This design comes from an exercise in tuning for small area on the open sky130 flow, not from production work.
RTL that was checked went through simulation tests only; none was proved equivalent to the original.
No driver is modelled on the clock port, so clocking that relies on it looks cheaper here than on a real chip.
Power is estimated from default activity; no workload was simulated.

==> module meanfilter, before the edit <==
module meanfilter #(
    parameter           DATA_WITH    =  24,
    parameter    [7:0]  MEAN_Level   =  7
)
(
    input       wire                        clk,
    input       wire                        rst,
    input       wire                        en,
    input       wire                        iValid,
    input       wire [DATA_WITH-1:0]        iData,
    output      wire [DATA_WITH + MEAN_Level -1:0] oData,
    output      wire                        oReady
);
reg  [4:0]  v;       
reg  [1:0]  prev;    
reg         z;       
reg  [1:0]  cn;      
reg  [30:0] rn;      
reg  [3:0]  tn;      
wire st0 = iValid & ~v[0];
wire st1 = v[0] & ~v[1];
wire st2 = v[1] & ~v[2];
wire st3 = v[2] & ~v[3];
wire st4 = v[3] & ~v[4];
wire p0  = ~(st1 | st2 | st3 | st4);
wire shift = en & (st0 | st1 | st2 | st3 | st4);
wire wrap = (prev == 2'b11 && iData[23:22] == 2'b00) ||
            (prev == 2'b00 && iData[23:22] == 2'b11);
wire g0 = z ? st1 : p0;
wire g1 = z ? st2 : st1;
wire g2 = z ? st3 : st2;
wire g3 = z ? st4 : st3;
wire [6:0] xdn = ~(({7{g0}} & iData[6:0]) | ({7{g1}} & iData[13:7]) |
                   ({7{g2}} & iData[20:14]) | ({7{g3}} & {4'b0, iData[23:21]}));
wire ga = z | p0;
wire gb = z | st4;
wire [6:0] an = {rn[6:3] | {4{ga | st4}}, rn[2:0] | {3{ga}}};
wire [6:0] bn = ~(rn[13:7] | {{4{gb | st3}}, {3{gb}}});
wire       ci = p0 | (z & st1);      
wire [1:0] cin = ci ? 2'b10 : cn;
wire [6:0] psn = an ^ bn ^ xdn;
wire [6:0] pcn = (an & bn) | (an & xdn) | (bn & xdn);
wire [7:0] rcn;
wire [6:0] dn;
assign dn[0]  = psn[0] ^ cin[0] ^ cin[1];
assign rcn[0] = (psn[0] & cin[0]) | (psn[0] & cin[1]) | (cin[0] & cin[1]);
genvar j;
generate for (j = 1; j < 7; j = j + 1) begin : g_rip
    assign dn[j]  = psn[j] ^ pcn[j-1] ^ rcn[j-1];
    assign rcn[j] = (psn[j] & pcn[j-1]) | (psn[j] & rcn[j-1]) | (pcn[j-1] & rcn[j-1]);
end endgenerate
always @(posedge clk) begin
    if (rst)
        v <= 5'd0;
    else
        v <= {v[3:0], iValid};
    prev <= iData[23:22];
    if (rst)
        z <= 1'b1;
    else if (en & st0 & wrap)
        z <= 1'b1;
    else if (en & st4)
        z <= 1'b0;
    cn <= {pcn[6], rcn[6]};
    tn <= dn[6:3];
    if (shift)
        rn <= {dn[2:0], {tn, rn[30:28]} | {7{z & st1}}, rn[27:7]};
end
assign oData  = en ? (z ? 31'd0 : ~rn) : {iData, 7'b0};
assign oReady = v[4];
endmodule
==> flow/config.mk <==
export PLATFORM = sky130hd
export DESIGN_NAME = meanfilter
export DESIGN_NICKNAME = meanfilter
export VERILOG_FILES = /design/flow/design.v
export SDC_FILE = /design/flow/constraint.sdc
export NUM_CORES = 4
export LEC_CHECK = 0
export ABC_AREA = 1
export CAP_MARGIN = 0
export CORE_MARGIN = 2
export CORE_UTILIZATION = 65
export SLEW_MARGIN = 0
==> flow/constraint.sdc <==
create_clock -name core_clock -period 5.0 [get_ports {clk}]
set_input_delay 1.0000 -clock core_clock [delete_from_list [all_inputs] [get_ports {clk}]]
set_output_delay 1.0000 -clock core_clock [all_outputs]
set_load 0.01 [all_outputs]
standard.sh (not shown) runs the stock make flow with config.mk's settings and CLKGATE_MAP_FILE= SYNTH_SCRIPT=/design/flow/synth_recipe.tcl, a recipe that flattens the netlist after the stock synthesis.
==> flow/flow/run.sh <==
#!/bin/bash
set -euo pipefail
rm -rf scripts_local
cp -r "$FLOW_HOME/scripts" scripts_local
cp flow/abc_area.script scripts_local/abc_area.script
export SCRIPTS_DIR="$PWD/scripts_local"
export BUFFER_PORTS_ARGS="-buffer_cell sky130_fd_sc_hd__buf_1"
export PRE_CTS_TCL="$PWD/flow/manual_cts.tcl"
export CTS_ARGS="-clk_nets clk -dont_use_dummy_load"
export MCTS_N=3 MCTS_CELL=sky130_fd_sc_hd__clkbuf_8 MCTS_ROOT=sky130_fd_sc_hd__clkbuf_1
RES="$PWD/orfs/results/sky130hd/meanfilter/base"
bash standard.sh "$RES/1_2_yosys.v" > synth.log 2>&1
python3 flow/fa_pins.py "$RES/1_2_yosys.v" > fa_pins.log 2>&1
# the platform's don't-use cells, plus the larger plain buffers, so that repair
# buffers high-fanout nets with buf_1/buf_2
DONT_USE="sky130_fd_sc_hd__probe_p_8 sky130_fd_sc_hd__probec_p_8 sky130_fd_sc_hd__lpflow_bleeder_1 sky130_fd_sc_hd__lpflow_clkbufkapwr_1 sky130_fd_sc_hd__lpflow_clkbufkapwr_16 sky130_fd_sc_hd__lpflow_clkbufkapwr_2 sky130_fd_sc_hd__lpflow_clkbufkapwr_4 sky130_fd_sc_hd__lpflow_clkbufkapwr_8 sky130_fd_sc_hd__lpflow_clkinvkapwr_1 sky130_fd_sc_hd__lpflow_clkinvkapwr_16 sky130_fd_sc_hd__lpflow_clkinvkapwr_2 sky130_fd_sc_hd__lpflow_clkinvkapwr_4 sky130_fd_sc_hd__lpflow_clkinvkapwr_8 sky130_fd_sc_hd__lpflow_decapkapwr_12 sky130_fd_sc_hd__lpflow_decapkapwr_3 sky130_fd_sc_hd__lpflow_decapkapwr_4 sky130_fd_sc_hd__lpflow_decapkapwr_6 sky130_fd_sc_hd__lpflow_decapkapwr_8 sky130_fd_sc_hd__lpflow_inputiso0n_1 sky130_fd_sc_hd__lpflow_inputiso0p_1 sky130_fd_sc_hd__lpflow_inputiso1n_1 sky130_fd_sc_hd__lpflow_inputiso1p_1 sky130_fd_sc_hd__lpflow_inputisolatch_1 sky130_fd_sc_hd__lpflow_isobufsrc_1 sky130_fd_sc_hd__lpflow_isobufsrc_16 sky130_fd_sc_hd__lpflow_isobufsrc_2 sky130_fd_sc_hd__lpflow_isobufsrc_4 sky130_fd_sc_hd__lpflow_isobufsrc_8 sky130_fd_sc_hd__lpflow_isobufsrckapwr_16 sky130_fd_sc_hd__lpflow_lsbuf_lh_hl_isowell_tap_1 sky130_fd_sc_hd__lpflow_lsbuf_lh_hl_isowell_tap_2 sky130_fd_sc_hd__lpflow_lsbuf_lh_hl_isowell_tap_4 sky130_fd_sc_hd__lpflow_lsbuf_lh_isowell_4 sky130_fd_sc_hd__lpflow_lsbuf_lh_isowell_tap_1 sky130_fd_sc_hd__lpflow_lsbuf_lh_isowell_tap_2 sky130_fd_sc_hd__lpflow_lsbuf_lh_isowell_tap_4 sky130_fd_sc_hd__buf_4 sky130_fd_sc_hd__buf_6 sky130_fd_sc_hd__buf_8 sky130_fd_sc_hd__buf_12 sky130_fd_sc_hd__buf_16 sky130_fd_sc_hd__clkbuf_4 sky130_fd_sc_hd__clkbuf_16 sky130_fd_sc_hd__dlygate4sd1_1 sky130_fd_sc_hd__dlygate4sd2_1 sky130_fd_sc_hd__dlygate4sd3_1 sky130_fd_sc_hd__clkdlybuf4s15_1 sky130_fd_sc_hd__clkdlybuf4s15_2 sky130_fd_sc_hd__clkdlybuf4s18_1 sky130_fd_sc_hd__clkdlybuf4s18_2 sky130_fd_sc_hd__clkdlybuf4s25_1 sky130_fd_sc_hd__clkdlybuf4s25_2 sky130_fd_sc_hd__clkdlybuf4s50_1 sky130_fd_sc_hd__clkdlybuf4s50_2 sky130_fd_sc_hd__dlymetal6s2s_1 sky130_fd_sc_hd__dlymetal6s4s_1 sky130_fd_sc_hd__dlymetal6s6s_1"
bash standard.sh DONT_USE_CELLS="$DONT_USE" finish > standard.log 2>&1
Other scripts of this flow, unchanged in this note and not shown: flow/flow/abc_area.script, flow/flow/fa_pins.py, flow/flow/manual_cts.tcl
Next try:
==> flow/design.v (replaced) <==
`timescale 1ns / 1ps
module meanfilter #(
    parameter           DATA_WITH    =  24,
    parameter    [7:0]  MEAN_Level   =  7
)
(
    input       wire                        clk,
    input       wire                        rst,
    input       wire                        en,
    input       wire                        iValid,
    input       wire [DATA_WITH-1:0]        iData,
    output      wire [DATA_WITH + MEAN_Level -1:0] oData,
    output      wire                        oReady
);
reg  [4:0]  v;       
reg  [1:0]  prev;    
reg         z;       
reg         l0;      
reg  [1:0]  cn;      
reg  [30:0] rn;      
reg  [3:0]  tn;      
wire st0 = iValid & ~v[0];
wire st1 = v[0] & ~v[1];
wire st2 = v[1] & ~v[2];
wire st3 = v[2] & ~v[3];
wire st4 = v[3] & ~v[4];
wire p0  = ~(st1 | st2 | st3 | st4);
wire shift = en & (st0 | st1 | st2 | st3 | (st4 & ~z));
wire wrap = (prev == 2'b11 && iData[23:22] == 2'b00) ||
            (prev == 2'b00 && iData[23:22] == 2'b11);
wire [6:0] xdn = ~(({7{p0}}  & iData[6:0]) | ({7{st1}} & iData[13:7]) |
                   ({7{st2}} & iData[20:14]) | ({7{st3}} & {4'b0, iData[23:21]}));
wire ga = z | p0;
wire gb = z | st4 | (p0 & wrap);
wire [6:0] an = {rn[6:3] | {4{ga | st4}}, rn[2:0] | {3{ga}}};
wire [6:0] bn = ~(rn[13:7] | {{4{gb | st3}}, {3{gb}}});
wire [1:0] cin = p0 ? 2'b10 : cn;
wire [6:0] psn = an ^ bn ^ xdn;
wire [6:0] pcn = (an & bn) | (an & xdn) | (bn & xdn);
wire [7:0] rcn;
wire [6:0] dn;
assign dn[0]  = psn[0] ^ cin[0] ^ cin[1];
assign rcn[0] = (psn[0] & cin[0]) | (psn[0] & cin[1]) | (cin[0] & cin[1]);
genvar j;
generate for (j = 1; j < 7; j = j + 1) begin : g_rip
    assign dn[j]  = psn[j] ^ pcn[j-1] ^ rcn[j-1];
    assign rcn[j] = (psn[j] & pcn[j-1]) | (psn[j] & rcn[j-1]) | (pcn[j-1] & rcn[j-1]);
end endgenerate
always @(posedge clk) begin
    v[0] <= iValid;
    if (rst)
        v[4:1] <= 4'd0;
    else
        v[4:1] <= v[3:0];
    prev <= iData[23:22];
    if (rst)
        z <= 1'b1;
    else if (en & st0 & wrap)
        z <= 1'b1;
    else if (en & st4)
        z <= 1'b0;
    if (en & st4)
        l0 <= z;
    cn <= {pcn[6], rcn[6]};
    tn <= dn[6:3];
    if (shift)
        rn <= {dn[2:0], tn, rn[30:7]};
end
assign oData  = en ? (z ? 31'd0 : ~rn & {24'hffffff, {7{~l0}}}) : {iData, 7'b0};
assign oReady = v[4];
endmodule
Wire length grows by a quarter to a third.
First-iteration DRC count rises by well over a third.
Clock power is higher by a few percent.
Clock skew rose by 4.1 ps.
Combinational power goes up by a quarter to a third.
Sequential share of layout area falls by 2.3 points.
Power rises by roughly a tenth.
Hold slack loses 9.6 ps.
Global-route usage goes up by 8.5 points.
Cell count goes up by a little under a tenth.
Function not checked in the second run of this note: the RTL went through the layout flow alone.

re-timing with driven ports:
In the flow no input, the clock included, has a driving cell. The finished layouts below were timed again as built, in two steps.
Step 1 sets driving cells, clkbuf_16 on the clock port and buf_2 on the other inputs (assumed; they add their load-dependent delay and slew).
Step 2 times the ports against the registers' clock, not the clock port: input delays grow and output delays shrink by t, the midpoint of the rising clock arrivals with the driver on.
a / b / c = ideal ports / drivers / drivers and shift; a / b = the first two.
run | t (ns) | setup WS [ns] | cell pins on the clock port's net
the first run | 0.487 | 0.247 / 0.247 / 0.083 | 1
the second run | 0.495 | 0.104 / 0.097 / -0.398 | 1
Met with ideal ports but missed after step 2: setup timing in the second run. The setup slack of the second run, which loses most, moves by -0.007 ns with the drivers and by -0.502 ns with both steps.
